This design comes from an exercise in tuning for small area, a short achievable clock period and few clock cycles per item on the open sky130 flow, not from production work.
Where RTL was checked, it was by simulation tests only, not by an equivalence proof against the original.
The RTL of runs 1 and 2 was laid out without a check of its function.
Power is estimated from default activity; no workload was simulated.

## flow/design.v (module list and top-level ports; edited modules follow where they fit)
// module fetch: 31 lines
// module booth_enc: 18 lines
// module control: 17 lines
// module mul_cs: 1061 lines
// module dsp_processor: 126 lines
module dsp_processor(
    input         clk,
    input         nrst,
    input         instr_valid,
    input  [31:0] instr,
    output        instr_ready,
    output        out_valid,
    output [31:0] v1,
    output [31:0] v2,
    output [31:0] v3
);
  // ...
==> flow/run.sh <==
#!/bin/bash
# synth_recipe.tcl (not shown) runs the flow's synth.tcl, then flattens the netlist and writes it again
# the make line also repeats each setting of config.mk as NAME=value (left out here)
make -C /OpenROAD-flow-scripts/flow DESIGN_CONFIG=/design/flow/config.mk WORK_HOME=/design/flow/orfs CLKGATE_MAP_FILE= SYNTH_SCRIPT=/design/flow/synth_recipe.tcl finish
==> flow/config.mk <==
export PLATFORM = sky130hd
export DESIGN_NAME = dsp_processor
export DESIGN_NICKNAME = dsp_processor
export VERILOG_FILES = /design/flow/design.v
export SDC_FILE = /design/flow/constraint.sdc
export NUM_CORES = 4
export LEC_CHECK = 0
export CAP_MARGIN = 20
export CORE_MARGIN = 2
export CORE_UTILIZATION = 40
export PLACE_DENSITY = 0.6
export SLEW_MARGIN = 20
==> flow/constraint.sdc <==
create_clock -name core_clock -period 10.0 [get_ports {clk}]
set_input_delay 2.0000 -clock core_clock [delete_from_list [all_inputs] [get_ports {clk}]]
set_output_delay 2.0000 -clock core_clock [all_outputs]
set_load 0.01 [all_outputs]
==> qor.csv, run 1 <==
metric;value;unit
crit-path max FO;11;
P&R area growth vs syn;12.7;%
Die Span Y;305;µm
Slew Limit Fails;0;
CP Capture Point;x_one[14];
CTS tree;built;
#FFs+latches synth;606;
CP max stage delay;0.83;ns
max-cap viol count;0;
Cells after DPL;4446;
status;finished clean;
commonest non-fill, non-tap cells in the layout;338 x a22oi_1, 311 x edfxtp_1, 280 x dfxtp_1;
DRT met1 WL;51300;µm
clock-pin transition on the worst setup and hold timing paths;0.06;ns
placed cell area;0.0386;mm²
clock latency (worst-skew pair);0.64;ns
Tap Cells;1176;
worst hold start;d_wd[1];
adder-cell share of the synthesized area;14.3;%
met3 Use GR;6.04;%
Setup CP Type;register to register;
Detailed Place HPWL;83900;µm
initial antenna violation count;1;
worst relative slew slack;18.1;%
Worst Path Buf+Inv;0;
hold path endpoint;x_wd[1];
IO Pins;133;
DR iter-0 viols;3998;
register area;0.0153;mm²
clock sink count;606;
Initial Util;40.3;%
FP Rows;110;
WL met2;58400;µm
==> run 2, diff against run 1 <==
==> flow/flow/run.sh (new file) <==
#!/bin/bash
set -euo pipefail
export SETUP_SLACK_MARGIN=6
bash standard.sh > standard.log 2>&1
==> flow/standard.sh (new file) <==
#!/bin/bash
# synth_recipe.tcl (not shown) runs the flow's synth.tcl, then flattens the netlist and writes it again
# the make line also repeats each setting of config.mk as NAME=value (left out here)
make -C /OpenROAD-flow-scripts/flow DESIGN_CONFIG=/design/flow/config.mk WORK_HOME=/design/flow/orfs CLKGATE_MAP_FILE= SYNTH_SCRIPT=/design/flow/synth_recipe.tcl "${@:-finish}"
removed: flow/run.sh
==> qor.csv, run 2 <==
metric;value;unit;change
Vias;29400;;was 28700
CTS H-Tree Depth;3;;unchanged
final setup TNS;0;ns;unchanged
Setup CP Type;register to register;;unchanged
Setup crit end kind;register;;unchanged
P&R area growth vs syn;18.2;%;was 12.7%
Remaining DRCs;0;;unchanged
Mapped Area;0.0362;mm²;unchanged
hold path depth;0;;unchanged
Mean Syn Cell Area;10.9;µm²;unchanged
Combinational Power Share;3.0;%;was 2.6%
layout cells sized above 1;14.1;%;was 7.81%
cts bufs inserted;68;;unchanged
die footprint;0.0929;mm²;unchanged
Die Span Y;305;µm;unchanged
Cells after DPL;4446;;unchanged
Lkg Pwr;16.3;nW;was 15.3 nW
share of total power in the clock network;47.1;%;was 47.3%
antenna-violating nets left;0;;unchanged
Synth Flop Type;edfxtp_1;;unchanged
Setup Skew;0.0443;ns;was 0.0412 ns
Pint;0.00410;W;was 0.00409 W
clock latency (worst-skew pair);0.64;ns;about the same
vias per inst;6.30;;was 6.29
worst r2r src;w_r0[4];;was w_r0[11]
Distinct cells, synth;86;;unchanged
DR iter-0 viols;4176;;was 3998
Root Driver;clkbuf_16;;unchanged
max-cap viol count;0;;unchanged
worst hold path class;register to register;;unchanged
die span in x;305;µm;unchanged
crit path DAT;4.85;ns;was 5.94 ns
initial antenna violation count;2;;was 1
Peak VDD IR;0.197;mV;was 0.198 mV
setup slack after layout;5.64;ns;was 4.55 ns
Pwr Density;123;mW/mm²;was 129 mW/mm²
number of flops mapped to enable cells by yosys;311;;unchanged
post-synthesis async set-or-reset flop share;0;%;unchanged
multi-input logic area;0.0203;mm²;was 0.0193 mm²
largest net degree at the start of global routing;77;;unchanged
crit share post-route;43.6;%;was 54.5%
Yosys warnings;2;;unchanged
worst r2r path cells;16;;was 13
Max Buffers Root-to-Sink;3;;unchanged
Routability Congestion;0.935;;unchanged
first-pass GRT wire length;192000;µm;was 189000 µm
Syn Inst Count;3335;;unchanged
CP Capture Point;x_two[15];;was x_one[14]
sequential-to-total area share from yosys stat;42.1;%;unchanged
register area;0.0153;mm²;about the same
FF-to-FF End;x_two[15];;was x_one[14]
flop2flop setup slack;5.64;ns;was 4.55 ns
CTS tree;built;;unchanged
most common cell after layout, fill and taps aside;a22oi_1;;unchanged
commonest non-fill, non-tap cells in the layout;338 x a22oi_1, 311 x edfxtp_1, 276 x dfxtp_1;;was 338 x a22oi_1, 311 x edfxtp_1, 280 x dfxtp_1
FP Rows;110;;unchanged
switching share of power;22.2;%;was 22.1%
most area-consuming cells after synthesis;edfxtp_1 26%, dfxtp_1 16%, fa_1 11%, a22oi_1 7.0%, xnor2_1 4.8%;;unchanged
WL/cell;28.6;µm;was 28.4 µm
#FFs+latches synth;606;;unchanged
Tightest Pin Transition;1.07;ns;was 1.21 ns
worst slack, placed;4.90;ns;unchanged
core area;0.0899;mm²;unchanged
fmax;0.229;GHz;was 0.184 GHz
Slew Limit Fails;0;;unchanged
IO Pins;133;;unchanged
status;finished clean;;unchanged
GRT Residual Overflow;0;;unchanged
Hold Fails Final Rpt;0;;unchanged
Post-synth top cells;338 x a22oi_1, 311 x edfxtp_1, 295 x dfxtp_1;;unchanged
Seq pwr share;49.9;%;was 50.1%
worst hold start;d_wd[1];;unchanged
Syn Nets;3664;;unchanged
vias in the first global route;29100;;was 28500
GRT Total Usage;27.8;%;was 27.3%
PortBufs;129;;unchanged
startpoint types;register;;unchanged
most frequent cell after synthesis;a22oi_1;;unchanged
crit path launch;w_r0[4];;was w_r0[11]
top cell type's share of synthesized area;25.8;%;unchanged
clock-pin transition on the worst setup and hold timing paths;0.06;ns;about the same
Initial Util;40.3;%;unchanged
worst relative slew slack;28.3;%;was 18.1%
dominant cell type by area after synthesis;edfxtp_1;;unchanged
crit-path max FO;5;;was 11
fill count;8209;;was 8351
Req. time, crit path;10.48;ns;was 10.49 ns
final wirelength;133000;µm;was 130000 µm
RSZ-0062 raised after global routing;yes;;was no
fin nets;3758;;was 3669
hold_buf cts;0;;unchanged
clock sink count;606;;unchanged
Psw;0.00117;W;was 0.00116 W
Detailed Place HPWL;83900;µm;unchanged
crit path time final;4.36;ns;was 5.45 ns
Post-Layout Cell Count;4658;;was 4568
final setup fails;0;;unchanged
DR pass1 iterations;10;;was 8
## run 2: layout make-up
type	count	share of cell area (%)
Antenna cell	1	0.00585
Clock buffer	84	4.31
Clock inverter	38	0.807
Inverter	169	1.49
Multi-Input combinational cell	2273	47.5
Sequential cell	606	35.7
Tap cell	1176	3.44
Timing Repair Buffer	310	6.76
Timing Repair inverter	1	0.0175
## run 2: timing repair
| action | in CTS | in global routing |
|---|---|---|
| gates resized for setup | 168 | 108 |
| setup buffers | 50 | 34 |
| setup endpoints to repair | 341 | 172 |
| pin swaps | 57 | 46 |
| cloned | 1 | 4 |
## run 2: worst min-delay path by stage
stage,to,slack [ns]
after floorplan,x_wd[1],0.37
after global placement,x_mpy,0.43
after detailed placement,x_wd[1],0.43
after CTS,x_wd[1],0.41
after global routing,x_wd[1],0.45
final,x_wd[1],0.41
## run 2: through the flow
stage | util [%] | cell area [µm²] | hold slack [ns] | total power (W)
2_1_floorplan | - | 36200 | 0.375 | 0.00275
3_3_place_gp | 43.0 | 38600 | 0.428 | 0.00281
3_5_place_dp | 43.0 | 38600 | 0.433 | 0.00281
4_1_cts | 46.7 | 42000 | 0.413 | 0.00528
5_1_grt | 47.6 | 42800 | 0.450 | 0.00540
6_report | 47.6 | 42800 | 0.409 | 0.00527
## run 2: logic make-up (layout without fill, tap and decap cells)
group,count (synthesis),after routing,share of synthesized area [%]
AOI/OAI and AO/OA,908,908,18.8
DFF,606,606,42.1
other,0,1,0
xor gates and xnor gates,384,384,9.29
and+or+nand+nor,653,653,9.57
muxes,34,34,1.06
adders and majority gates,294,294,14.3
buffers and inverters,456,602,4.86
## run 2: layer usage
layer	GRT usage, %	wire [µm]
met3	5.92	14700
met2	43.2	60300
met4	12.0	5850
met5	0.724	97
met1	37.4	52000
## run 2: critical path, cell delays in order, from the launching register on
cell and delay, ns:
dfxtp_2 0.32, fa_1 0.55, inv_2 0.05, fa_1 0.56, inv_2 0.06, ha_4 0.30
a311oi_4 0.11, nor4_4 0.46, or3_4 0.26, a31oi_4 0.11, o311ai_4 0.34, buf_12 0.18
nor4_4 0.05, a2111o_1 0.42, o2bb2ai_4 0.21, or3_1 0.15, a21oi_2 0.06
## run 2: power by group through the flow
stage	clock network [W]	logic, W	registers, W
detailed placement	0	0.000133	0.00268
global route	0.00261	0.000167	0.00263
floorplan	0	0.0000819	0.00267
finish	0.00248	0.000158	0.00263
global placement	0	0.000132	0.00268
CTS	0.00251	0.000144	0.00263
==> module dsp_processor, before the edit <==
module dsp_processor(
    input         clk,
    input         nrst,
    input         instr_valid,
    input  [31:0] instr,
    output        instr_ready,
    output        out_valid,
    output [31:0] v1,
    output [31:0] v2,
    output [31:0] v3
);
reg [31:0] t0s, t1s, t2s, t3s, t4s, t5s, t6s, t7s, t8s;
reg [8:0]  tv;
wire [287:0] tall = {t8s, t7s, t6s, t5s, t4s, t3s, t2s, t1s, t0s};
reg        d_v, d_mpy, d_end, d_we, d_ld;
reg [4:0]  d_ra, d_rb;
reg [3:0]  d_wd;
reg [7:0]  d_imm;
reg        x_mpy, x_end, x_we;
reg [3:0]  x_wd;
reg [31:0] x_a;           
reg [31:0] x_sa, x_sb;    
reg [15:0] x_one, x_two, x_neg;
reg        w_end;
reg [8:0]  w_wen;          
reg [31:0] w_r0, w_r1, w_r2, w_r3;
reg stall;
reg ready;
assign instr_ready = ready;
assign out_valid   = w_end;
assign v1 = t4s & {32{tv[4]}};
assign v2 = t8s & {32{tv[8]}};
assign v3 = t7s & {32{tv[7]}};
wire       i_mpy, i_end, i_we, i_ld;
wire [4:0] i_ra, i_rb;
wire [3:0] i_wd;
wire [7:0] i_imm;
fetch dec(.instr(instr), .is_mpy(i_mpy), .is_end(i_end), .ra(i_ra), .rb(i_rb),
          .we(i_we), .wd(i_wd), .ld(i_ld), .imm(i_imm));
wire accept = instr_valid & ~stall;
wire [31:0] x_sum = x_sa + x_sb;
wire [31:0] m_r0, m_r1, m_r2, m_r3;
mul_cs mul(.a(x_a), .one(x_one), .two(x_two), .neg(x_neg),
           .r0(m_r0), .r1(m_r1), .r2(m_r2), .r3(m_r3));
wire [31:0] w_s1 = w_r0 ^ w_r1 ^ w_r2;
wire [31:0] w_c1 = {(w_r0[30:0] & w_r1[30:0]) | (w_r0[30:0] & w_r2[30:0]) | (w_r1[30:0] & w_r2[30:0]), 1'b0};
wire [31:0] w_s2 = w_s1 ^ w_c1 ^ w_r3;
wire [31:0] w_c2 = {(w_s1[30:0] & w_c1[30:0]) | (w_s1[30:0] & w_r3[30:0]) | (w_c1[30:0] & w_r3[30:0]), 1'b0};
wire [31:0] w_res = w_s2 + w_c2;
wire [31:0] rf_a, rf_b;
control rpa(.sel(d_ra), .valid(tv), .t(tall), .q(rf_a));
control rpb(.sel(d_rb), .valid(tv), .t(tall), .q(rf_b));
wire fx_a = x_we & ({1'b0, x_wd} + 5'd1 == d_ra);
wire [15:0] w_wen16 = {6'd0, w_wen, 1'b0};
wire fw_a = w_wen16[d_ra[3:0]] & ~d_ra[4];
wire fx_b = x_we & ({1'b0, x_wd} + 5'd1 == d_rb);
wire fw_b = w_wen16[d_rb[3:0]] & ~d_rb[4];
wire [31:0] op_a = (fx_a ? x_sum : fw_a ? w_res : rf_a) | {24'd0, d_ld ? d_imm : 8'd0};
wire [31:0] op_b = fx_b ? x_sum : fw_b ? w_res : rf_b;
wire [15:0] op_one, op_two, op_neg;
booth_enc benc(.en(d_mpy), .b(op_b), .one(op_one), .two(op_two), .neg(op_neg));
wire [4:0] d_code = {1'b0, d_wd} + 5'd1;
wire [5:0] i_op = instr[31:26];
wire hit_rs = (instr[25:21] == d_code);
wire hit_rt = (instr[20:16] == d_code);
wire i_rd_s = (i_op == 6'd2) | (i_op == 6'd3);
wire i_rd_t = i_rd_s | (i_op == 6'd4);
wire stall_next = instr_valid & ~stall & d_v & d_mpy & d_we &
                  ((hit_rs & i_rd_s) | (hit_rt & i_rd_t));
always @(posedge clk) begin
    if (~nrst) begin
        stall <= 1'b0;
        ready <= 1'b1;
        d_v <= 1'b0; d_mpy <= 1'b0; d_end <= 1'b0; d_we <= 1'b0;
        x_mpy <= 1'b0; x_end <= 1'b0; x_we <= 1'b0;
        w_end <= 1'b0; w_wen <= 9'd0;
    end else begin
        stall <= stall_next;
        ready <= ~stall_next;
        w_end <= x_end;
        w_wen <= (x_we ? 9'd1 : 9'd0) << x_wd;
        x_mpy <= ~stall & d_v & d_mpy;
        x_end <= ~stall & d_v & d_end;
        x_we  <= ~stall & d_v & d_we;
        if (~stall) begin
            d_v <= instr_valid;
            d_mpy <= instr_valid & i_mpy;
            d_end <= instr_valid & i_end;
            d_we  <= instr_valid & i_we;
        end
    end
end
always @(posedge clk) begin
    w_r0 <= x_mpy ? m_r0 : x_sum;
    w_r1 <= m_r1;
    w_r2 <= m_r2;
    w_r3 <= m_r3;
    x_wd <= d_wd;
    x_a  <= op_a;
    x_sa <= d_mpy ? 32'd0 : op_a;
    x_sb <= d_mpy ? 32'd0 : op_b;
    x_one <= op_one;
    x_two <= op_two;
    x_neg <= op_neg;
    if (~stall) begin
        d_ra <= i_ra; d_rb <= i_rb; d_wd <= i_wd; d_ld <= i_ld; d_imm <= i_imm;
    end
end
always @(posedge clk) begin
    if (~nrst)
        tv <= 9'd0;
    else
        tv <= tv | w_wen;
end
always @(posedge clk) begin
    if (w_wen[0]) t0s <= w_res;
    if (w_wen[1]) t1s <= w_res;
    if (w_wen[2]) t2s <= w_res;
    if (w_wen[3]) t3s <= w_res;
    if (w_wen[4]) t4s <= w_res;
    if (w_wen[5]) t5s <= w_res;
    if (w_wen[6]) t6s <= w_res;
    if (w_wen[7]) t7s <= w_res;
    if (w_wen[8]) t8s <= w_res;
end
endmodule
==> run 3, diff against run 2 <==
--- a/flow/design.v
+++ b/flow/design.v
@@ -1140,7 +1140,8 @@
     output [31:0] v3
 );
 reg [31:0] t0s, t1s, t2s, t3s, t4s, t5s, t6s, t7s, t8s;
-reg [8:0]  tv;
+reg [5:0]  tvr;            
+wire [8:0] tv = {2'b11, tvr[5:4], 1'b1, tvr[3:0]};
 wire [287:0] tall = {t8s, t7s, t6s, t5s, t4s, t3s, t2s, t1s, t0s};
 reg        d_v, d_mpy, d_end, d_we, d_ld;
 reg [4:0]  d_ra, d_rb;
@@ -1148,8 +1149,7 @@
 reg [7:0]  d_imm;
 reg        x_mpy, x_end, x_we;
 reg [3:0]  x_wd;
-reg [31:0] x_a;           
-reg [31:0] x_sa, x_sb;    
+reg [31:0] x_a, x_b;
 reg [15:0] x_one, x_two, x_neg;
 reg        w_end;
 reg [8:0]  w_wen;          
@@ -1158,9 +1158,9 @@
 reg ready;
 assign instr_ready = ready;
 assign out_valid   = w_end;
-assign v1 = t4s & {32{tv[4]}};
-assign v2 = t8s & {32{tv[8]}};
-assign v3 = t7s & {32{tv[7]}};
+assign v1 = t4s;
+assign v2 = t8s;
+assign v3 = t7s;
 wire       i_mpy, i_end, i_we, i_ld;
 wire [4:0] i_ra, i_rb;
 wire [3:0] i_wd;
@@ -1168,7 +1168,7 @@
 fetch dec(.instr(instr), .is_mpy(i_mpy), .is_end(i_end), .ra(i_ra), .rb(i_rb),
           .we(i_we), .wd(i_wd), .ld(i_ld), .imm(i_imm));
 wire accept = instr_valid & ~stall;
-wire [31:0] x_sum = x_sa + x_sb;
+wire [31:0] x_sum = x_a + x_b;
 wire [31:0] m_r0, m_r1, m_r2, m_r3;
 mul_cs mul(.a(x_a), .one(x_one), .two(x_two), .neg(x_neg),
            .r0(m_r0), .r1(m_r1), .r2(m_r2), .r3(m_r3));
@@ -1227,8 +1227,7 @@
     w_r3 <= m_r3;
     x_wd <= d_wd;
     x_a  <= op_a;
-    x_sa <= d_mpy ? 32'd0 : op_a;
-    x_sb <= d_mpy ? 32'd0 : op_b;
+    x_b  <= op_b;
     x_one <= op_one;
     x_two <= op_two;
     x_neg <= op_neg;
@@ -1238,19 +1237,27 @@
 end
 always @(posedge clk) begin
     if (~nrst)
-        tv <= 9'd0;
+        tvr <= 6'd0;
     else
-        tv <= tv | w_wen;
+        tvr <= tvr | {w_wen[6:5], w_wen[3:0]};
 end
 always @(posedge clk) begin
     if (w_wen[0]) t0s <= w_res;
     if (w_wen[1]) t1s <= w_res;
     if (w_wen[2]) t2s <= w_res;
     if (w_wen[3]) t3s <= w_res;
-    if (w_wen[4]) t4s <= w_res;
     if (w_wen[5]) t5s <= w_res;
     if (w_wen[6]) t6s <= w_res;
-    if (w_wen[7]) t7s <= w_res;
-    if (w_wen[8]) t8s <= w_res;
+end
+always @(posedge clk) begin
+    if (~nrst) begin
+        t4s <= 32'd0;
+        t7s <= 32'd0;
+        t8s <= 32'd0;
+    end else begin
+        if (w_wen[4]) t4s <= w_res;
+        if (w_wen[7]) t7s <= w_res;
+        if (w_wen[8]) t8s <= w_res;
+    end
 end
 endmodule
==> flow/flow/run.sh (replaced) <==
#!/bin/bash
set -euo pipefail
export SETUP_SLACK_MARGIN=6.5
export BUFFER_PORTS_ARGS="-buffer_cell sky130_fd_sc_hd__buf_2"
bash standard.sh > standard.log 2>&1
--- a/flow/config.mk
+++ b/flow/config.mk
@@ -5,8 +5,10 @@
 export SDC_FILE = /design/flow/constraint.sdc
 export NUM_CORES = 4
 export LEC_CHECK = 0
+export ABC_AREA = 1
 export CAP_MARGIN = 20
 export CORE_MARGIN = 2
 export CORE_UTILIZATION = 40
+export CTS_BUF_LIST = sky130_fd_sc_hd__clkbuf_4 sky130_fd_sc_hd__clkbuf_8
 export PLACE_DENSITY = 0.6
 export SLEW_MARGIN = 20
==> qor.csv, run 3 <==
metric;value;unit;change
CP max stage delay;0.59;ns;was 0.56 ns
first-pass GRT wire length;217000;µm;was 192000 µm
P&R area growth vs syn;14.4;%;was 18.2%
Vias;35200;;was 29400
Post-Layout Cell Count;6300;;was 4658
cells along the critical path;fa_1 > fa_1 > ha_4 > nand2_1 > inv_1 > nand2_2 > nor3_4 > buf_6 > a21oi_4 > buf_4 > nand3_2 > and2_4 > clkinvlp_4 > o211ai_1 > nand2_1;;was fa_1 > inv_2 > fa_1 > inv_2 > ha_4 > a311oi_4 > nor4_4 > or3_4 > a31oi_4 > o311ai_4 > buf_12 > nor4_4 > a2111o_1 > o2bb2ai_4 > or3_1 > a21oi_2
Setup crit end kind;register;;unchanged
vias in the first global route;33500;;was 29100
Slew Limit Fails;0;;unchanged
GRT Residual Overflow;0;;unchanged
core area;0.0953;mm²;was 0.0899 mm²
Initial Util;40.5;%;was 40.3%
Pwr Total;0.00482;W;was 0.00527 W
crit share post-route;36.4;%;was 43.6%
most area-consuming cells after synthesis;dfxtp_1 18%, edfxtp_1 17%, fa_1 10%, nand2_1 10%, xor2_1 6.6%;;was edfxtp_1 26%, dfxtp_1 16%, fa_1 11%, a22oi_1 7.0%, xnor2_1 4.8%
hold path depth;0;;unchanged
Setup Skew;0.0640;ns;was 0.0443 ns
Routability Congestion;1.00;;was 0.935
#FFs+latches synth;571;;was 606
multi-input logic area;0.0216;mm²;was 0.0203 mm²
Setup CP Type;register to register;;unchanged
Stages on worst setup path;15;;was 16
die span in x;314;µm;was 305 µm
worst relative slew slack;32.9;%;was 28.3%
CTS tree;built;;unchanged
dominant cell type by area after synthesis;dfxtp_1;;was edfxtp_1
final setup TNS;0;ns;unchanged
DR iter-0 viols;4241;;was 4176
Max Buffers Root-to-Sink;3;;unchanged
crit path time final;3.64;ns;was 4.36 ns
number of flops mapped to enable cells by yosys;215;;was 311
Peak VDD IR;0.111;mV;was 0.197 mV
Detailed Place HPWL;103000;µm;was 83900 µm
PortBufs;129;;unchanged
Mapped Area;0.0385;mm²;was 0.0362 mm²
Synth Flop Type;dfxtp_1;;was edfxtp_1
Yosys warnings;2;;unchanged
vias per inst;5.59;;was 6.30
IO Pins;133;;unchanged
final setup fails;0;;unchanged
crit path DAT;4.23;ns;was 4.85 ns
Pwr Density;109;mW/mm²;was 123 mW/mm²
FP Rows;113;;was 110
fmax;0.275;GHz;was 0.229 GHz
fill count;9387;;was 8209
Hold Fails Final Rpt;0;;unchanged
DR pass1 iterations;7;;was 10
Req. time, crit path;10.59;ns;was 10.48 ns
Post-synth top cells;1044 x nand2_1, 665 x inv_1, 375 x nor2_1;;was 338 x a22oi_1, 311 x edfxtp_1, 295 x dfxtp_1
worst hold path class;register to register;;unchanged
top cell type's share of synthesized area;18.5;%;was 25.8%
antenna-violating nets left;0;;unchanged
post-synthesis async set-or-reset flop share;0;%;unchanged
final wirelength;153000;µm;was 133000 µm
CP top delay family;adder cells;;unchanged
layout cells sized above 1;16.6;%;was 14.1%
clock latency (worst-skew pair);0.78;ns;was 0.64 ns
most common cell after layout, fill and taps aside;nand2_1;;was a22oi_1
Tightest Pin Transition;1.01;ns;was 1.07 ns
crit-path max FO;4;;was 5
Remaining DRCs;0;;unchanged
most frequent cell after synthesis;nand2_1;;was a22oi_1
Root Driver;clkbuf_8;;was clkbuf_16
Worst Path Buf+Inv;4;;was 3
worst r2r path cells;15;;was 16
cts bufs inserted;98;;was 68
startpoint types;register;;unchanged
sequential-to-total area share from yosys stat;35.2;%;was 42.1%
hold_buf cts;0;;unchanged
die footprint;0.0989;mm²;was 0.0929 mm²
commonest non-fill, non-tap cells in the layout;987 x nand2_1, 639 x inv_1, 355 x nor2_1;;was 338 x a22oi_1, 311 x edfxtp_1, 276 x dfxtp_1
status;finished clean;;unchanged
GRT Total Usage;29.8;%;was 27.8%
Syn Nets;5189;;was 3664
Distinct cells, synth;59;;was 86
CTS H-Tree Depth;3;;unchanged
register area;0.0136;mm²;was 0.0153 mm²
RSZ-0062 raised after global routing;yes;;unchanged
Lkg Pwr;20.1;nW;was 16.3 nW
Die Span Y;314;µm;was 305 µm
largest net degree at the start of global routing;67;;was 77
fin nets;5279;;was 3758
final core utilization;46.3;%;was 47.6%
Cells after DPL;6008;;was 4446
clock sink count;571;;was 606
max-cap viol count;0;;unchanged
CP max stage cell;o211ai_1;;was fa_1
WL/cell;24.3;µm;was 28.6 µm
clock-pin transition on the worst setup and hold timing paths;0.07;ns;was 0.06 ns
initial antenna violation count;7;;was 2
Syn Inst Count;4860;;was 3335
Mean Syn Cell Area;7.93;µm²;was 10.9 µm²
## run 3: cell count changes after synthesis, moves of 96 or more
cell / delta
xnor2_1: -153
o21ai_0: +102
edfxtp_1: -96
buf_4: +99
xor2_1: +106
and2_1: -141
a22oi_1: -334
nor2_1: +240
inv_1: +498
nand3_1: +245
o22ai_1: +315
nand2_1: +930
## run 3: path summary, 6_finish.rpt
| check | from | slack (ns) | to |
|---|---|---|---|
| worst min register to register | d_wd[1] | 0.41 | x_wd[1] |
| worst min-delay path | d_wd[1] | 0.41 | x_wd[1] |
| worst max-delay path | w_r0[26] | 6.36 | x_a[31] |
| worst max register to register | w_r0[26] | 6.36 | x_a[31] |
## run 3: logic make-up (layout without fill, tap and decap cells)
family	after synthesis	after routing	synth area share [%]
adders and majority gates	294	294	13.4
and+or+nand+nor	1860	1862	20.3
muxes	1	1	0.0292
AOI/OAI and AO/OA	759	759	11.6
other	0	5	0
DFF	571	571	35.2
buffers and inverters	1033	1201	11.5
xor gates and xnor gates	342	342	7.87
## run 3: metal layers
layer  vias up  GRT usage (%)  routed length (µm)
met5         -              0                  28
met4         6           17.2                9120
met3       486           7.12               16900
met2      2118           45.6               66900
met1     16800           38.6               60000
li1      15800              -                   -
## run 3: area by class of cell
cell class              count  share of cell area (%)
inverters                 716                    6.41
well taps                1265                    3.59
diodes                      5                  0.0284
repair inverters            1                  0.0113
clock buffers             149                    4.19
repair buffers            304                    5.15
multi-input cells        3258                    49.1
clock inverters            31                   0.669
flip-flops and latches    571                    30.9
## run 3: where the power goes
| part | total [W] | switching, W | internal, W |
|---|---|---|---|
| logic | 0.0000653 | 0.0000436 | 0.0000217 |
| clock network | 0.00235 | 0.00108 | 0.00127 |
| registers | 0.00241 | 0.00000776 | 0.00240 |
## run 3: worst register-to-register path: stages (launching register included)
cell and delay (ns):
dfxtp_1 0.32, fa_1 0.55, fa_1 0.45, ha_4 0.32, nand2_1 0.07, inv_1 0.08
nand2_2 0.10, nor3_4 0.16, buf_6 0.13, a21oi_4 0.06, buf_4 0.14, nand3_2 0.05
and2_4 0.20, clkinvlp_4 0.11, o211ai_1 0.59, nand2_1 0.12
## run 3: repair_timing
action / CTS / global route
pin swaps: 35 / 64
gates resized for setup: 167 / 194
cloned: 0 / 7
endpoints found under the setup margin: 212 / 116
buffers inserted: 49 / 50
## run 3: metrics by stage
step | worst slack, ns | hold slack, ns | cell area (µm²)
floorplan | 6.50 | 0.375 | 38500
global route | 6.34 | 0.434 | 44100
detailed placement | 5.60 | 0.394 | 39600
finish | 6.36 | 0.409 | 44100
global placement | 5.64 | 0.397 | 39600
CTS | 6.32 | 0.406 | 42900
Testbench counts of run 3, summed over its fixed seeds: cycles 6,663, instrs 6,427.
==> run 4, diff against run 3 <==
==> flow/flow/run.sh (replaced) <==
#!/bin/bash
set -euo pipefail
export SETUP_SLACK_MARGIN=6.5
export BUFFER_PORTS_ARGS="-buffer_cell sky130_fd_sc_hd__buf_2"
export CTS_ARGS="-sink_clustering_enable -repair_clock_nets -dont_use_dummy_load -sink_clustering_size 24 -sink_clustering_max_diameter 120 -buf_list sky130_fd_sc_hd__clkbuf_16"
bash standard.sh > standard.log 2>&1
--- a/flow/config.mk
+++ b/flow/config.mk
@@ -9,6 +9,5 @@
 export CAP_MARGIN = 20
 export CORE_MARGIN = 2
 export CORE_UTILIZATION = 40
-export CTS_BUF_LIST = sky130_fd_sc_hd__clkbuf_4 sky130_fd_sc_hd__clkbuf_8
 export PLACE_DENSITY = 0.6
 export SLEW_MARGIN = 20
==> qor.csv, run 4 <==
metric;value;unit;change
status;finished clean;;unchanged
Post-Layout Cell Count;6158;;was 6300
worst relative slew slack;32.1;%;was 32.9%
first-pass GRT wire length;217000;µm;about the same
crit share post-route;37.3;%;was 36.4%
IO Pins;133;;unchanged
max-cap viol count;0;;unchanged
Pwr Total;0.00380;W;was 0.00482 W
WL met2;67100;µm;was 66900 µm
die span in x;314;µm;unchanged
Tightest Pin Transition;1.02;ns;was 1.01 ns
final setup TNS;0;ns;unchanged
WL met3;16800;µm;was 16900 µm
commonest non-fill, non-tap cells in the layout;964 x nand2_1, 631 x inv_1, 350 x nor2_1;;was 987 x nand2_1, 639 x inv_1, 355 x nor2_1
Peak VDD IR;0.175;mV;was 0.111 mV
worst r2r src;w_r0[30];;was w_r0[26]
final setup fails;0;;unchanged
clock latency (worst-skew pair);0.71;ns;was 0.78 ns
GRT Residual Overflow;0;;unchanged
fmax;0.268;GHz;was 0.275 GHz
Pwr Density;88.0;mW/mm²;was 109 mW/mm²
Mapped Area;0.0385;mm²;unchanged
Slew Limit Fails;0;;unchanged
RSZ-0062 raised after global routing;yes;;unchanged
Initial Util;40.5;%;unchanged
Syn Inst Count;4860;;unchanged
vias per inst;5.68;;was 5.59
crit-path max FO;3;;was 4
register area;0.0136;mm²;about the same
DR iter-0 viols;4447;;was 4241
most frequent cell after synthesis;nand2_1;;unchanged
die footprint;0.0989;mm²;unchanged
Setup CP Type;register to register;;unchanged
clock-pin transition on the worst setup and hold timing paths;0.10;ns;was 0.07 ns
Detailed Place HPWL;103000;µm;unchanged
PortBufs;129;;unchanged
worst r2r path cells;16;;was 15
Remaining DRCs;0;;unchanged
DR pass1 iterations;7;;unchanged
Root Driver;clkbuf_16;;was clkbuf_8
final wirelength;153000;µm;about the same
uppermost layer routed;met5;;unchanged
CP Capture Point;x_a[31];;unchanged
dominant cell type by area after synthesis;dfxtp_1;;unchanged
FF-to-FF End;x_a[31];;unchanged
Max Buffers Root-to-Sink;3;;unchanged
Hold Fails Final Rpt;0;;unchanged
Routability Congestion;1.00;;unchanged
clock sink count;571;;unchanged
Vias;35000;;was 35200
FP Rows;113;;unchanged
crit path launch;w_r0[30];;was w_r0[26]
Distinct cells, synth;59;;unchanged
post-synthesis async set-or-reset flop share;0;%;unchanged
antenna-violating nets left;0;;unchanged
most common cell after layout, fill and taps aside;nand2_1;;unchanged
crit path DAT;4.20;ns;was 4.23 ns
top cell type's share of synthesized area;18.5;%;unchanged
WL/cell;24.8;µm;was 24.3 µm
fin nets;5221;;was 5279
GRT Total Usage;29.8;%;about the same
most area-consuming cells after synthesis;dfxtp_1 18%, edfxtp_1 17%, fa_1 10%, nand2_1 10%, xor2_1 6.6%;;unchanged
Syn Nets;5189;;unchanged
#FFs+latches synth;571;;unchanged
layout cells sized above 1;15.6;%;was 16.6%
P&R area growth vs syn;12.1;%;was 14.4%
Synth Flop Type;dfxtp_1;;unchanged
Setup Skew;0.157;ns;was 0.0640 ns
Yosys warnings;2;;unchanged
initial antenna violation count;4;;was 7
vias in the first global route;33200;;was 33500
largest net degree at the start of global routing;67;;unchanged
hold_buf cts;0;;unchanged
CTS tree;built;;unchanged
Die Span Y;314;µm;unchanged
multi-input logic area;0.0220;mm²;was 0.0216 mm²
fill count;9427;;was 9387
Mean Syn Cell Area;7.93;µm²;unchanged
CTS H-Tree Depth;1;;was 3
Req. time, crit path;10.46;ns;was 10.59 ns
crit path time final;3.73;ns;was 3.64 ns
flop2flop setup slack;6.27;ns;was 6.36 ns
startpoint types;register;;unchanged
number of flops mapped to enable cells by yosys;215;;unchanged
core area;0.0953;mm²;unchanged
cts bufs inserted;30;;was 98
Setup crit end kind;register;;unchanged
worst hold path class;register to register;;unchanged
Cells after DPL;6008;;unchanged
sequential-to-total area share from yosys stat;35.2;%;unchanged
DRT met1 WL;59500;µm;was 60000 µm
Post-synth top cells;1044 x nand2_1, 665 x inv_1, 375 x nor2_1;;unchanged
Lkg Pwr;19.4;nW;was 20.1 nW
-- run 4: cell counts after synthesis --
No cell type changed its count.
-- run 4: metrics by stage --
stage	instance area [µm²]	setup slack (ns)	hold slack [ns]	util (%)
after floorplan	38500	6.50	0.375	-
after global placement	39600	5.64	0.397	41.5
after detailed placement	39600	5.60	0.394	41.6
after CTS	42000	6.38	0.354	44.1
after global routing	43200	6.26	0.345	45.4
final	43200	6.27	0.350	45.4
-- run 4: layout make-up --
type                       instances  share of cell area, %
antenna                            3                 0.0174
clock buffer                      30                   1.74
inverter                         716                   6.57
multi-input combinational       3258                   50.9
sequential                       571                   31.5
tap                             1265                   3.66
timing repair buffer             315                   5.57
-- run 4: cells by family (layout without fill, tap and decap cells) --
| kind of cell | after synthesis | in the layout | share of synthesized area [%] |
|---|---|---|---|
| buffers and inverters | 1033 | 1061 | 11.5 |
| other | 0 | 3 | 0 |
| AND/OR/NAND/NOR | 1860 | 1862 | 20.3 |
| flip-flops | 571 | 571 | 35.2 |
| AO/OA/AOI/OAI | 759 | 759 | 11.6 |
| multiplexers | 1 | 1 | 0.0292 |
| adder cells (fa/ha/maj) | 294 | 294 | 13.4 |
| XOR/XNOR | 342 | 342 | 7.87 |
-- run 4: report_power, final --
| group | leakage (nW) | switching [W] | internal (W) |
|---|---|---|---|
| clock network | 0.370 | 0.000799 | 0.000531 |
| registers | 5.03 | 0.00000766 | 0.00240 |
| logic | 14.0 | 0.0000437 | 0.0000220 |
| total | 19.4 | 0.000850 | 0.00295 |
-- run 4: critical path, stage by stage (launching register included) --
cell        delay [ns]
dfxtp_1           0.33
fa_1              0.52
inv_1             0.05
fa_1              0.50
inv_1             0.08
ha_4              0.28
inv_1             0.13
o21bai_1          0.08
nor2_1            0.12
nand2_1           0.10
a21oi_4           0.21
nand2_2           0.08
nand2_1           0.08
and2_4            0.20
clkinvlp_4        0.11
o211ai_1          0.61
nand2_1           0.12
-- run 4: worst min-delay path by stage --
| stage | start | endpoint | slack (ns) | cells after the start |
|---|---|---|---|---|
| 3_5_place_dp | d_wd[1] | x_wd[1] | 0.39 | 0 |
| 5_1_grt | d_wd[3] | x_wd[3] | 0.35 | 0 |
| 3_3_place_gp | d_wd[1] | x_wd[1] | 0.40 | 0 |
| 6_report | d_wd[2] | x_wd[2] | 0.35 | 0 |
| 4_1_cts | d_wd[2] | x_wd[2] | 0.35 | 0 |
| 2_1_floorplan | d_wd[1] | x_wd[1] | 0.37 | 0 |
-- run 4: routing by layer --
layer  GRT usage, %  vias up
li1               -    15600
met1           39.2    16800
met2           46.0     2121
met3           6.16      490
met4           15.9        6
met5              0        -
-- run 4: timing repair --
item                       4_1_cts  5_1_grt
resized for setup              242      210
setup endpoints to repair      201       87
gates cloned                     1        7
pin swaps                       75       75
buffers inserted                74       34
==> run 5, diff against run 4 <==
==> flow/flow/run.sh (replaced) <==
#!/bin/bash
set -euo pipefail
export SETUP_SLACK_MARGIN=7
export BUFFER_PORTS_ARGS="-buffer_cell sky130_fd_sc_hd__buf_2"
export CTS_ARGS="-sink_clustering_enable -repair_clock_nets -dont_use_dummy_load -sink_clustering_size 24 -sink_clustering_max_diameter 120 -buf_list sky130_fd_sc_hd__clkbuf_16"
bash standard.sh > standard.log 2>&1
--- a/flow/config.mk
+++ b/flow/config.mk
@@ -11,3 +11,4 @@
 export CORE_UTILIZATION = 40
 export PLACE_DENSITY = 0.6
 export SLEW_MARGIN = 20
+export TNS_END_PERCENT = 10
==> qor.csv, run 5 <==
metric;value;unit;change
status;finished clean;;unchanged
final setup fails;0;;unchanged
Max Buffers Root-to-Sink;3;;unchanged
cts bufs inserted;31;;was 30
clock sink count;571;;unchanged
Routability Congestion;1.01;;was 1.00
cells along the critical path;fa_1 > fa_1 > ha_2 > nand2_1 > nor2_2 > inv_1 > nor2_4 > and2_4 > nand2_4 > nand3_2 > and2_4 > inv_4 > o211ai_1 > nand2_1;;was fa_1 > inv_1 > fa_1 > inv_1 > ha_4 > inv_1 > o21bai_1 > nor2_1 > nand2_1 > a21oi_4 > nand2_2 > nand2_1 > and2_4 > clkinvlp_4 > o211ai_1 > nand2_1
core area;0.0953;mm²;unchanged
final core utilization;48.0;%;was 45.4%
first-pass GRT wire length;225000;µm;was 217000 µm
sequential-to-total area share from yosys stat;35.2;%;unchanged
die span in x;314;µm;unchanged
crit path DAT;4.12;ns;was 4.20 ns
Slew Limit Fails;0;;unchanged
most frequent cell after synthesis;nand2_1;;unchanged
worst hold path class;register to register;;unchanged
top cell type's share of synthesized area;18.5;%;unchanged
Root Driver;clkbuf_16;;unchanged
vias in the first global route;33800;;was 33200
number of flops mapped to enable cells by yosys;215;;unchanged
layout cells sized above 1;22.1;%;was 15.6%
max-cap viol count;0;;unchanged
IO Pins;133;;unchanged
Peak VDD IR;0.160;mV;was 0.175 mV
antenna-violating nets left;0;;unchanged
most area-consuming cells after synthesis;dfxtp_1 18%, edfxtp_1 17%, fa_1 10%, nand2_1 10%, xor2_1 6.6%;;unchanged
Detailed Place HPWL;103000;µm;about the same
CTS H-Tree Depth;1;;unchanged
vias per inst;5.75;;was 5.68
Setup Skew;0.106;ns;was 0.157 ns
clock-pin transition on the worst setup and hold timing paths;0.10;ns;about the same
commonest non-fill, non-tap cells in the layout;864 x nand2_1, 594 x inv_1, 327 x nor2_1;;was 964 x nand2_1, 631 x inv_1, 350 x nor2_1
PortBufs;129;;unchanged
Remaining DRCs;0;;unchanged
crit share post-route;36.1;%;was 37.3%
fin nets;5325;;was 5221
startpoint types;register;;unchanged
Setup CP Type;register to register;;unchanged
Mean Syn Cell Area;7.93;µm²;unchanged
fmax;0.277;GHz;was 0.268 GHz
most common cell after layout, fill and taps aside;nand2_1;;unchanged
Tightest Pin Transition;1.02;ns;about the same
die footprint;0.0989;mm²;unchanged
worst relative slew slack;31.7;%;was 32.1%
Hold Fails Final Rpt;0;;unchanged
CP max stage cell;o211ai_1;;unchanged
Die Span Y;314;µm;unchanged
Syn Inst Count;4860;;unchanged
GRT Residual Overflow;0;;unchanged
DR pass1 iterations;9;;was 7
dominant cell type by area after synthesis;dfxtp_1;;unchanged
DR iter-0 viols;4587;;was 4447
post-synthesis async set-or-reset flop share;0;%;unchanged
final setup TNS;0;ns;unchanged
largest net degree at the start of global routing;67;;unchanged
Initial Util;40.5;%;unchanged
Lkg Pwr;20.7;nW;was 19.4 nW
Post-synth top cells;1044 x nand2_1, 665 x inv_1, 375 x nor2_1;;unchanged
#FFs+latches synth;571;;unchanged
P&R area growth vs syn;18.6;%;was 12.1%
Pwr Total;0.00384;W;was 0.00380 W
Post-Layout Cell Count;6260;;was 6158
Setup crit end kind;register;;unchanged
GRT Total Usage;31.0;%;was 29.8%
CP top delay family;adder cells;;unchanged
Syn Nets;5189;;unchanged
final wirelength;159000;µm;was 153000 µm
CTS tree;built;;unchanged
Req. time, crit path;10.51;ns;was 10.46 ns
Cells after DPL;6002;;was 6008
crit path time final;3.61;ns;was 3.73 ns
crit-path max FO;5;;was 3
CP max stage delay;0.58;ns;was 0.61 ns
Distinct cells, synth;59;;unchanged
clock latency (worst-skew pair);0.71;ns;about the same
Vias;36000;;was 35000
Pwr Density;83.9;mW/mm²;was 88.0 mW/mm²
design area;0.0457;mm²;was 0.0432 mm²
initial antenna violation count;7;;was 4
Mapped Area;0.0385;mm²;unchanged
Yosys warnings;2;;unchanged
Synth Flop Type;dfxtp_1;;unchanged
Worst Path Buf+Inv;2;;was 4
RSZ-0062 raised after global routing;yes;;unchanged
WL/cell;25.4;µm;was 24.8 µm
FP Rows;113;;unchanged
placed cell area;0.0396;mm²;about the same
-- run 5: cell counts after synthesis --
Identical to the previous run, type by type.
-- run 5: through the flow --
step,worst slack [ns],hold WS (ns)
finish,6.39,0.415
detailed placement,5.75,0.402
global placement,5.80,0.416
floorplan,6.91,0.375
CTS,6.47,0.422
global route,6.36,0.427
-- run 5: cells by family (layout without fill, tap and decap cells) --
kind of cell    after synthesis  count (layout)  synth area share, %
flops                       571             571                 35.2
buf+inv                    1033            1161                 11.5
fa+ha+maj                   294             294                 13.4
mux                           1               1               0.0292
simple gates               1860            1865                 20.3
xor+xnor                    342             342                 7.87
compound gates              759             760                 11.6
other cells                   0               1                    0
-- run 5: path summary, 6_finish.rpt --
path / cells past startpoint / startpoint / slack [ns] / endpoint
worst max-delay path: 14 / w_r0[22] / 6.39 / x_a[31]
worst min-delay path: 0 / d_wd[2] / 0.41 / x_wd[2]
worst max register to register: 14 / w_r0[22] / 6.39 / x_a[31]
worst min register to register: 0 / d_wd[2] / 0.41 / x_wd[2]
-- run 5: worst reg2reg max path, cell delays in order (launching register included) --
cell and delay [ns]:
dfxtp_1 0.31, fa_1 0.55, fa_1 0.42, ha_2 0.42, nand2_1 0.14, nor2_2 0.19, inv_1 0.13, nor2_4 0.12
and2_4 0.16, nand2_4 0.06, nand3_2 0.08, and2_4 0.20, inv_4 0.06, o211ai_1 0.58, nand2_1 0.10
-- run 5: per-layer routing --
metal	routed length (µm)	track usage [%]	up-vias
met5	146	0	-
met2	68400	46.9	2360
met4	11000	17.4	12
li1	-	-	15800
met3	18900	7.31	614
met1	60700	40.8	17200
-- run 5: repair_timing --
item	4_1_cts	5_1_grt
buffers inserted	146	67
hold buffers	0	0
pin swaps	208	139
setup endpoints to repair	502	453
gates resized for setup	606	301
cloned	11	2
-- run 5: cell type report --
cell class / count / area (µm²)
repair buffers: 413 / 3430
multi-input cells: 3262 / 23300
clock buffers: 31 / 776
fillers: 9122 / 49600
diodes: 1 / 2.50
well taps: 1265 / 1580
flip-flops and latches: 571 / 13700
repair inverters: 1 / 8.76
inverters: 716 / 2960
-- run 5: where the power goes --
part           total (W)  internal (W)  switching (W)
combinational  0.0000693     0.0000234      0.0000458
sequential       0.00240       0.00240     0.00000743
clock            0.00136      0.000548       0.000815
==> run 6, diff against run 5 <==
==> flow/flow/run.sh (replaced) <==
#!/bin/bash
set -euo pipefail
export SETUP_SLACK_MARGIN=6
export BUFFER_PORTS_ARGS="-buffer_cell sky130_fd_sc_hd__buf_2"
export CTS_ARGS="-sink_clustering_enable -repair_clock_nets -dont_use_dummy_load -sink_clustering_size 24 -sink_clustering_max_diameter 120 -buf_list sky130_fd_sc_hd__clkbuf_16"
bash standard.sh > standard.log 2>&1
--- a/flow/config.mk
+++ b/flow/config.mk
@@ -11,4 +11,3 @@
 export CORE_UTILIZATION = 40
 export PLACE_DENSITY = 0.6
 export SLEW_MARGIN = 20
-export TNS_END_PERCENT = 10
==> qor.csv, run 6 <==
metric;value;unit;change
Die Span Y;314;µm;unchanged
Setup CP Type;register to register;;unchanged
Max Buffers Root-to-Sink;3;;unchanged
Lkg Pwr;18.6;nW;was 20.7 nW
most area-consuming cells after synthesis;dfxtp_1 18%, edfxtp_1 17%, fa_1 10%, nand2_1 10%, xor2_1 6.6%;;unchanged
Peak VDD IR;0.134;mV;was 0.160 mV
fin nets;5116;;was 5325
first-pass GRT wire length;214000;µm;was 225000 µm
core area;0.0953;mm²;unchanged
Distinct cells, synth;59;;unchanged
CTS H-Tree Depth;1;;unchanged
number of flops mapped to enable cells by yosys;215;;unchanged
post-synthesis async set-or-reset flop share;0;%;unchanged
max-cap viol count;0;;unchanged
status;finished clean;;unchanged
sequential-to-total area share from yosys stat;35.2;%;unchanged
Synth Flop Type;dfxtp_1;;unchanged
crit path DAT;4.51;ns;was 4.12 ns
Post-synth top cells;1044 x nand2_1, 665 x inv_1, 375 x nor2_1;;unchanged
Yosys warnings;2;;unchanged
crit-path max FO;8;;was 5
final wirelength;148000;µm;was 159000 µm
crit path time final;4.05;ns;was 3.61 ns
cts bufs inserted;31;;unchanged
P&R area growth vs syn;5.87;%;was 18.6%
initial antenna violation count;7;;unchanged
Syn Nets;5189;;unchanged
Slew Limit Fails;0;;unchanged
vias per inst;5.60;;was 5.75
commonest non-fill, non-tap cells in the layout;1034 x nand2_1, 658 x inv_1, 367 x nor2_1;;was 864 x nand2_1, 594 x inv_1, 327 x nor2_1
Setup crit end kind;register;;unchanged
DR pass1 iterations;7;;was 9
Detailed Place HPWL;104000;µm;was 103000 µm
worst relative slew slack;19.9;%;was 31.7%
final setup fails;0;;unchanged
crit share post-route;40.5;%;was 36.1%
clock latency (worst-skew pair);0.67;ns;was 0.71 ns
Routability Congestion;1.03;;was 1.01
Remaining DRCs;0;;unchanged
Hold Fails Final Rpt;0;;unchanged
Cells after DPL;6003;;was 6002
#FFs+latches synth;571;;unchanged
Mapped Area;0.0385;mm²;unchanged
Initial Util;40.5;%;unchanged
Mean Syn Cell Area;7.93;µm²;unchanged
layout cells sized above 1;8.88;%;was 22.1%
clock-pin transition on the worst setup and hold timing paths;0.10;ns;about the same
fill count;9812;;was 9122
IO Pins;133;;unchanged
most common cell after layout, fill and taps aside;nand2_1;;unchanged
Setup Skew;0.110;ns;was 0.106 ns
Vias;33900;;was 36000
top cell type's share of synthesized area;18.5;%;unchanged
GRT Total Usage;29.2;%;was 31.0%
most frequent cell after synthesis;nand2_1;;unchanged
startpoint types;register;;unchanged
Post-Layout Cell Count;6053;;was 6260
dominant cell type by area after synthesis;dfxtp_1;;unchanged
GRT Residual Overflow;0;;unchanged
Pwr Density;93.3;mW/mm²;was 83.9 mW/mm²
die footprint;0.0989;mm²;unchanged
WL/cell;24.4;µm;was 25.4 µm
Tightest Pin Transition;1.20;ns;was 1.02 ns
Req. time, crit path;10.46;ns;was 10.51 ns
largest net degree at the start of global routing;67;;unchanged
Root Driver;clkbuf_16;;unchanged
FP Rows;113;;unchanged
Syn Inst Count;4860;;unchanged
die span in x;314;µm;unchanged
worst hold path class;register to register;;unchanged
RSZ-0062 raised after global routing;yes;;unchanged
CTS tree;built;;unchanged
clock sink count;571;;unchanged
final setup TNS;0;ns;unchanged
PortBufs;129;;unchanged
fmax;0.247;GHz;was 0.277 GHz
DR iter-0 viols;4135;;was 4587
antenna-violating nets left;0;;unchanged
vias in the first global route;32300;;was 33800
-- run 6: cell counts after synthesis --
No cell type changed its count.
-- run 6: layer usage --
| layer | vias up | wire, µm | global-route usage [%] |
|---|---|---|---|
| met5 | - | 52 | 0 |
| met4 | 8 | 8570 | 15.5 |
| met3 | 384 | 15700 | 5.77 |
| met2 | 1916 | 64200 | 44.5 |
| met1 | 16200 | 59200 | 39.2 |
| li1 | 15400 | - | - |
-- run 6: what timing repair did --
action / 4_1_cts / 5_1_grt
hold endpoints to repair: 0 / 0
setup endpoints to repair: 12 / 34
gates resized for setup: 16 / 65
gates cloned: 0 / 1
buffers inserted: 3 / 12
pin swaps: 2 / 3
hold buffers: 0 / 0
-- run 6: kinds of logic after synthesis --
logic type	Yosys count	synth area share, %
buffers and inverters	1033	11.5
adder cells (fa/ha/maj)	294	13.4
flip-flops	571	35.2
AND/OR/NAND/NOR	1860	20.3
AO/OA/AOI/OAI	759	11.6
multiplexers	1	0.0292
XOR/XNOR	342	7.87
-- run 6: power by group --
group	internal, W	switching (W)
Clock	0.000548	0.000790
Combinational	0.0000205	0.0000425
Sequential	0.00240	0.00000787
-- run 6: cell type report --
cell class,count,area (µm²),share of cell area (%)
diodes,3,7.51,0.0184
repair buffers,210,1280,3.15
multi-input cells,3256,20800,51.0
well taps,1265,1580,3.88
flip-flops and latches,571,13600,33.3
inverters,716,2740,6.72
clock buffers,31,776,1.90
repair inverters,1,5.00,0.0123
-- run 6: worst max-delay path, stage by stage, from the launching register on --
cell      delay (ns)
dfxtp_1         0.33
fa_1            0.55
fa_1            0.44
ha_2            0.43
nand2_1         0.17
nor2_4          0.18
inv_1           0.05
nor2_1          0.17
and2_1          0.20
nand2_4         0.08
nand3_1         0.11
and2_2          0.25
inv_1           0.17
o211ai_1        0.62
nand2_1         0.10
-- run 6: final timing paths --
path / start / endpoint / slack (ns) / depth (start not counted)
setup / recovery: w_r0[17] / x_a[31] / 5.95 / 14
hold / removal: d_wd[3] / x_wd[3] / 0.40 / 0
setup reg to reg: w_r0[17] / x_a[31] / 5.95 / 14
hold reg to reg: d_wd[3] / x_wd[3] / 0.40 / 0
-- run 6: metrics by stage --
stage          area, µm²  setup slack, ns  total power (W)  hold slack [ns]  utilization, %
2_1_floorplan      38500             6.47          0.00250            0.375               -
3_3_place_gp       39600             5.61          0.00252            0.403            41.5
3_5_place_dp       39600             5.60          0.00252            0.410            41.5
4_1_cts            40400             5.79          0.00382            0.408            42.4
5_1_grt            40800             5.88          0.00391            0.411            42.8
6_report           40800             5.95          0.00381            0.395            42.8
==> run 7, diff against run 6 <==
==> flow/flow/run.sh (replaced) <==
#!/bin/bash
set -euo pipefail
export SETUP_SLACK_MARGIN=6.5
export BUFFER_PORTS_ARGS="-buffer_cell sky130_fd_sc_hd__buf_2"
export CTS_ARGS="-sink_clustering_enable -repair_clock_nets -dont_use_dummy_load -sink_clustering_size 24 -sink_clustering_max_diameter 120 -buf_list sky130_fd_sc_hd__clkbuf_16"
bash standard.sh > standard.log 2>&1
--- a/flow/config.mk
+++ b/flow/config.mk
@@ -5,9 +5,8 @@
 export SDC_FILE = /design/flow/constraint.sdc
 export NUM_CORES = 4
 export LEC_CHECK = 0
-export ABC_AREA = 1
 export CAP_MARGIN = 20
 export CORE_MARGIN = 2
-export CORE_UTILIZATION = 40
-export PLACE_DENSITY = 0.6
+export CORE_UTILIZATION = 55
+export PLACE_DENSITY = 0.72
 export SLEW_MARGIN = 20
==> qor.csv, run 7 <==
metric;value;unit;change
status;finished clean;;unchanged
max-cap viol count;0;;unchanged
antenna-violating nets left;0;;unchanged
Tightest Pin Transition;1.17;ns;was 1.20 ns
GRT Total Usage;36.9;%;was 29.2%
Mean Syn Cell Area;10.3;µm²;was 7.93 µm²
crit path DAT;5.01;ns;was 4.51 ns
die footprint;0.0668;mm²;was 0.0989 mm²
top cell type's share of synthesized area;20.0;%;was 18.5%
RSZ-0062 raised after global routing;yes;;unchanged
worst hold start;d_wd[1];;was d_wd[3]
Crit path top cell by count;fa_1;;
number of flops mapped to enable cells by yosys;215;;unchanged
Vias;30100;;was 33900
initial antenna violation count;1;;was 7
Synth Flop Type;dfxtp_1;;unchanged
vias in the first global route;30700;;was 32300
cells along the critical path;fa_1 > inv_1 > fa_1 > inv_2 > ha_4 > nand3_2 > a221o_2 > buf_6 > a2bb2oi_4 > nor2_4 > a31oi_4 > xnor2_4 > o211ai_1 > a21bo_4 > or3_4 > a21oi_2;;was fa_1 > fa_1 > ha_2 > nand2_1 > nor2_4 > inv_1 > nor2_1 > and2_1 > nand2_4 > nand3_1 > and2_2 > inv_1 > o211ai_1 > nand2_1
largest net degree at the start of global routing;65;;was 67
P&R area growth vs syn;13.2;%;was 5.87%
Initial Util;55.5;%;was 40.5%
hold path depth;0;;unchanged
worst relative slew slack;21.7;%;was 19.9%
Pwr Total;0.00374;W;was 0.00381 W
Distinct cells, synth;106;;was 59
Syn Inst Count;3445;;was 4860
setup slack after layout;5.53;ns;was 5.95 ns
hold_buf cts;0;;unchanged
Setup Skew;0.0504;ns;was 0.110 ns
Hold Fails Final Rpt;0;;unchanged
FP Rows;93;;was 113
layout cells sized above 1;20.4;%;was 8.88%
vias per inst;6.98;;was 5.60
worst r2r src;w_r0[4];;was w_r0[17]
fill count;5025;;was 9812
clock sink count;571;;unchanged
Mapped Area;0.0356;mm²;was 0.0385 mm²
fmax;0.224;GHz;was 0.247 GHz
placed cell area;0.0365;mm²;was 0.0396 mm²
Cells after DPL;4143;;was 6003
Remaining DRCs;0;;unchanged
dominant cell type by area after synthesis;dfxtp_1;;unchanged
Slew Limit Fails;0;;unchanged
Syn Nets;3774;;was 5189
crit-path max FO;4;;was 8
Lkg Pwr;15.3;nW;was 18.6 nW
most common cell after layout, fill and taps aside;a22oi_1;;was nand2_1
startpoint types;register;;unchanged
final wirelength;127000;µm;was 148000 µm
post-synthesis async set-or-reset flop share;0;%;unchanged
worst r2r path cells;16;;was 14
first-pass GRT wire length;187000;µm;was 214000 µm
Post-synth top cells;356 x dfxtp_1, 333 x a22oi_1, 215 x edfxtp_1;;was 1044 x nand2_1, 665 x inv_1, 375 x nor2_1
Detailed Place HPWL;79100;µm;was 104000 µm
Yosys warnings;2;;unchanged
DR pass1 iterations;8;;was 7
cts bufs inserted;27;;was 31
core area;0.0642;mm²;was 0.0953 mm²
PortBufs;129;;unchanged
most area-consuming cells after synthesis;dfxtp_1 20%, edfxtp_1 18%, fa_1 11%, a22oi_1 7.0%, xnor2_1 5.2%;;was dfxtp_1 18%, edfxtp_1 17%, fa_1 10%, nand2_1 10%, xor2_1 6.6%
crit path time final;4.47;ns;was 4.05 ns
Req. time, crit path;10.54;ns;was 10.46 ns
worst hold path class;register to register;;unchanged
worst slack, placed;5.01;ns;was 5.60 ns
fin nets;3797;;was 5116
GRT Residual Overflow;0;;unchanged
crit share post-route;44.7;%;was 40.5%
Root Driver;clkbuf_16;;unchanged
Pwr Density;92.8;mW/mm²;was 93.3 mW/mm²
Setup CP Type;register to register;;unchanged
die span in x;259;µm;was 314 µm
clock latency (worst-skew pair);0.63;ns;was 0.67 ns
commonest non-fill, non-tap cells in the layout;330 x a22oi_1, 321 x dfxtp_1, 215 x edfxtp_1;;was 1034 x nand2_1, 658 x inv_1, 367 x nor2_1
IO Pins;133;;unchanged
sequential-to-total area share from yosys stat;38.1;%;was 35.2%
DR iter-0 viols;4773;;was 4135
flop2flop setup slack;5.53;ns;was 5.95 ns
Die Span Y;259;µm;was 314 µm
crit path launch;w_r0[4];;was w_r0[17]
CP max stage cell;fa_1;;was o211ai_1
Post-Layout Cell Count;4321;;was 6053
CP max stage delay;0.53;ns;was 0.62 ns
clock-pin transition on the worst setup and hold timing paths;0.10;ns;about the same
design area;0.0403;mm²;was 0.0408 mm²
Routability Congestion;0.945;;was 1.03
final setup fails;0;;unchanged
CTS tree;built;;unchanged
most frequent cell after synthesis;dfxtp_1;;was nand2_1
Peak VDD IR;0.164;mV;was 0.134 mV
Setup crit end kind;register;;unchanged
CTS H-Tree Depth;1;;unchanged
WL/cell;29.4;µm;was 24.4 µm
n_diodes;0;;was 3
Max Buffers Root-to-Sink;3;;unchanged
hold path endpoint;x_wd[1];;was x_wd[3]
FF-to-FF End;x_two[9];;was x_a[31]
final setup TNS;0;ns;unchanged
#FFs+latches synth;571;;unchanged
==> run 7: changes by cell type in the layout (fill, tap and decap cells not counted), moves of 54 or more <==
| cell | before | now |
|---|---|---|
| buf_6 | 5 | 59 |
| xnor2_1 | 46 | 184 |
| a22oi_1 | 4 | 330 |
| inv_1 | 658 | 157 |
| buf_4 | 75 | 154 |
| nand2_1 | 1034 | 128 |
| a21oi_1 | 137 | 62 |
| o22ai_1 | 316 | 3 |
| mux2i_1 | 0 | 123 |
| nor2_1 | 367 | 204 |
| nand3_1 | 284 | 31 |
| o21ai_0 | 196 | 75 |
| a221oi_1 | 8 | 75 |
| xor2_1 | 286 | 169 |
==> run 7: area by class of cell <==
type	instances	area, µm²	share of cell area [%]
clock buffers	27	676	1.68
inverters	173	658	1.63
well taps	855	1070	2.65
repair buffers	366	2940	7.28
multi-input cells	2329	21400	53.0
flip-flops and latches	571	13600	33.8
==> run 7: stage by stage <==
step / hold slack, ns / utilization [%]
after floorplan: 0.375 / -
after global placement: 0.405 / 56.8
after detailed placement: 0.406 / 56.8
after CTS: 0.435 / 61.1
after global routing: 0.440 / 62.8
final: 0.437 / 62.8
==> run 7: logic make-up (layout without fill, tap and decap cells) <==
family / after synthesis / in the layout / share of synthesized area (%)
compound gates: 911 / 911 / 18.8
xor+xnor: 385 / 385 / 9.46
fa+ha+maj: 294 / 294 / 14.5
buf+inv: 545 / 566 / 6.93
flops: 571 / 571 / 38.1
mux: 138 / 138 / 3.99
simple gates: 601 / 601 / 8.25
==> run 7: worst max path at each step <==
stage	endpoint	slack, ns	cells past startpoint
after global placement	x_a[30]	5.08	15
after floorplan	x_two[15]	6.19	15
after detailed placement	x_two[9]	5.01	15
after CTS	x_two[13]	5.69	15
after global routing	x_two[9]	5.51	16
final	x_two[9]	5.53	16
==> run 7: metal layers <==
| metal | vias up | GRT usage, % | part of all wire, % |
|---|---|---|---|
| met5 | - | 0 | 0.0087 |
| met2 | 2516 | 56.6 | 44 |
| li1 | 12400 | - | - |
| met4 | 2 | 22.1 | 6.8 |
| met1 | 14600 | 47.2 | 36 |
| met3 | 618 | 9.60 | 13 |
==> run 7: timing repair <==
| item | in CTS | in global routing |
|---|---|---|
| pin swaps | 98 | 86 |
| endpoints found under the setup margin | 290 | 282 |
| endpoints found under the hold margin | 0 | 0 |
| cloned | 4 | 1 |
| buffers inserted | 93 | 53 |
| resized for setup | 277 | 164 |
==> run 7: where the power goes <==
group	switching (W)	internal, W	total, W
Clock	0.000734	0.000482	0.00122
Sequential	0.0000106	0.00240	0.00241
Combinational	0.0000697	0.0000435	0.000113
==> run 7: critical path, delay by kind of cell (launching register included) <==
| family | cells | cell delay (ns) |
|---|---|---|
| AO/OA/AOI/OAI | 6 | 1.66 |
| adder cells (fa/ha/maj) | 3 | 1.30 |
| AND/OR/NAND/NOR | 3 | 0.62 |
| flip-flops | 1 | 0.33 |
| buffers and inverters | 3 | 0.27 |
| XOR/XNOR | 1 | 0.18 |
==> run 8, diff against run 7 <==
--- a/flow/config.mk
+++ b/flow/config.mk
@@ -5,6 +5,7 @@
 export SDC_FILE = /design/flow/constraint.sdc
 export NUM_CORES = 4
 export LEC_CHECK = 0
+export ABC_AREA = 1
 export CAP_MARGIN = 20
 export CORE_MARGIN = 2
 export CORE_UTILIZATION = 55
==> qor.csv, run 8 <==
metric;value;unit;change
status;finished clean;;unchanged
sequential-to-total area share from yosys stat;35.2;%;was 38.1%
CP max stage cell;fa_1;;unchanged
Setup crit end kind;register;;unchanged
Hold Fails Final Rpt;0;;unchanged
crit share post-route;35.0;%;was 44.7%
most area-consuming cells after synthesis;dfxtp_1 18%, edfxtp_1 17%, fa_1 10%, nand2_1 10%, xor2_1 6.6%;;was dfxtp_1 20%, edfxtp_1 18%, fa_1 11%, a22oi_1 7.0%, xnor2_1 5.2%
Post-synth top cells;1044 x nand2_1, 665 x inv_1, 375 x nor2_1;;was 356 x dfxtp_1, 333 x a22oi_1, 215 x edfxtp_1
Syn Inst Count;4860;;was 3445
FF-to-FF End;x_a[31];;was x_two[9]
WL/cell;24.5;µm;was 29.4 µm
CTS tree;built;;unchanged
dominant cell type by area after synthesis;dfxtp_1;;unchanged
Syn Nets;5189;;was 3774
Yosys warnings;2;;unchanged
Req. time, crit path;10.53;ns;was 10.54 ns
most frequent cell after synthesis;nand2_1;;was dfxtp_1
design area;0.0417;mm²;was 0.0403 mm²
Mean Syn Cell Area;7.93;µm²;was 10.3 µm²
IO Pins;133;;unchanged
GRT Total Usage;38.4;%;was 36.9%
Die Span Y;269;µm;was 259 µm
antenna-violating nets left;0;;unchanged
die span in x;269;µm;was 259 µm
cts bufs inserted;28;;was 27
fmax;0.285;GHz;was 0.224 GHz
final setup TNS;0;ns;unchanged
top cell type's share of synthesized area;18.5;%;was 20.0%
largest net degree at the start of global routing;70;;was 65
Mapped Area;0.0385;mm²;was 0.0356 mm²
Worst Path Buf+Inv;1;;was 3
DR iter-0 viols;4779;;was 4773
CP top delay family;adder cells;;was compound AO/OA/AOI/OAI gates
Setup Skew;0.0697;ns;was 0.0504 ns
worst r2r path cells;14;;was 16
worst r2r src;w_r0[12];;was w_r0[4]
CP Capture Point;x_a[31];;was x_two[9]
Root Driver;clkbuf_16;;unchanged
Peak VDD IR;0.132;mV;was 0.164 mV
Detailed Place HPWL;97900;µm;was 79100 µm
#FFs+latches synth;571;;unchanged
crit-path max FO;8;;was 4
CTS H-Tree Depth;1;;unchanged
n_diodes;0;;unchanged
Remaining DRCs;0;;unchanged
CP max stage delay;0.55;ns;was 0.53 ns
clock latency (worst-skew pair);0.65;ns;was 0.63 ns
core area;0.0697;mm²;was 0.0642 mm²
number of flops mapped to enable cells by yosys;215;;unchanged
DR pass1 iterations;7;;was 8
vias in the first global route;32100;;was 30700
GRT Residual Overflow;0;;unchanged
final setup fails;0;;unchanged
die footprint;0.0722;mm²;was 0.0668 mm²
Setup CP Type;register to register;;unchanged
worst hold path class;register to register;;unchanged
first-pass GRT wire length;203000;µm;was 187000 µm
Max Buffers Root-to-Sink;3;;unchanged
clock sink count;571;;unchanged
Lkg Pwr;19.0;nW;was 15.3 nW
fin nets;5191;;was 3797
hold_buf cts;0;;unchanged
most common cell after layout, fill and taps aside;nand2_1;;was a22oi_1
Stages on worst setup path;14;;was 16
Routability Congestion;1.02;;was 0.945
final wirelength;142000;µm;was 127000 µm
P&R area growth vs syn;8.29;%;was 13.2%
flop2flop setup slack;6.50;ns;was 5.53 ns
Synth Flop Type;dfxtp_1;;unchanged
clock-pin transition on the worst setup and hold timing paths;0.11;ns;was 0.10 ns
worst hold start;x_end;;was d_wd[1]
-- run 8: per-stage QoR --
| step | hold slack (ns) | setup WS (ns) | std cells | power (W) | util [%] |
|---|---|---|---|---|---|
| 4_1_cts | 0.450 | 6.36 | 5720 | 0.00373 | 58.2 |
| 3_3_place_gp | 0.422 | 5.88 | 5673 | 0.00252 | 56.1 |
| 5_1_grt | 0.470 | 6.34 | 5800 | 0.00381 | 59.9 |
| 6_report | 0.447 | 6.50 | 5800 | 0.00374 | 59.9 |
| 2_1_floorplan | 0.375 | 6.50 | 4860 | 0.00250 | - |
| 3_5_place_dp | 0.425 | 5.82 | 5673 | 0.00252 | 56.1 |
-- run 8: how the worst min path moves through the flow --
stage               endpoint  slack (ns)  cells after the start
floorplan            x_wd[1]        0.37                      0
global placement       w_end        0.42                      2
detailed placement     w_end        0.42                      2
CTS                    w_end        0.45                      2
global route           w_end        0.47                      2
finish                 w_end        0.45                      2
-- run 8: what timing repair did --
| action | CTS | global route |
|---|---|---|
| pin swaps | 13 | 41 |
| hold endpoints to repair | 0 | 0 |
| setup endpoints to repair | 209 | 101 |
| cloned | 0 | 4 |
| buffers inserted | 19 | 76 |
| gates resized for setup | 126 | 166 |
-- run 8: where the power goes --
group | switching (W) | total (W) | internal (W)
combinational | 0.0000422 | 0.0000633 | 0.0000210
clock | 0.000769 | 0.00127 | 0.000499
sequential | 0.00000928 | 0.00241 | 0.00240
total | 0.000821 | 0.00374 | 0.00292
-- run 8: worst reg2reg max path, delay by kind of cell, from the launching register on --
family	cells	cell delay (ns)
fa+ha+maj	3	1.38
buf+inv	1	0.08
flops	1	0.33
compound gates	1	0.45
simple gates	9	1.20
-- run 8: routing by layer --
metal	global-route usage, %	vias to the layer above	part of all wire [%]
li1	-	15500	-
met4	20.2	4	6.4
met3	9.83	548	13
met5	0	-	0.079
met1	51.3	16300	37
met2	57.5	2463	43
-- run 8: final cells by class --
cell class | instances | area (µm²)
repair buffers | 286 | 1950
flip-flops and latches | 571 | 13600
multi-input cells | 3257 | 21400
well taps | 940 | 1180
repair inverters | 2 | 10.0
fillers | 6279 | 27900
inverters | 716 | 2830
clock buffers | 28 | 701
-- run 8: cell families after synthesis --
group / synth area share [%]
compound gates: 11.6
xor+xnor: 7.87
fa+ha+maj: 13.4
buf+inv: 11.5
flops: 35.2
mux: 0.0292
simple gates: 20.3

## separate check: timing with driven ports
The flow's constraints put no driver on any port. The routed layouts listed below were extracted and timed again, unchanged, in two steps.
Step 1, drivers: a clkbuf_16 drives clk and a buf_2 each remaining input, both assumed.
Step 2 also shifts input and output timing later by t, the mid clock arrival at the registers, as if the neighbouring blocks saw the same clock.
a / b / c = ideal / step 1 / step 2; a / b = the first two.
| run | t (ns) | setup WS [ns] |
|---|---|---|
| run 1 | 0.683 | 4.551 / 4.551 / 4.551 |
| run 2 | 0.685 | 5.635 / 5.635 / 5.548 |
| run 3 | 0.816 | 6.364 / 6.364 / 6.162 |
| run 4 | 0.693 | 6.265 / 6.265 / 6.142 |
| run 5 | 0.731 | 6.386 / 6.386 / 6.207 |
| run 6 | 0.689 | 5.951 / 5.951 / 5.951 |
| run 7 | 0.677 | 5.528 / 5.528 / 5.528 |
| run 8 | 0.689 | 6.497 / 6.497 / 6.273 |
After both steps setup and hold are still met in every run listed.
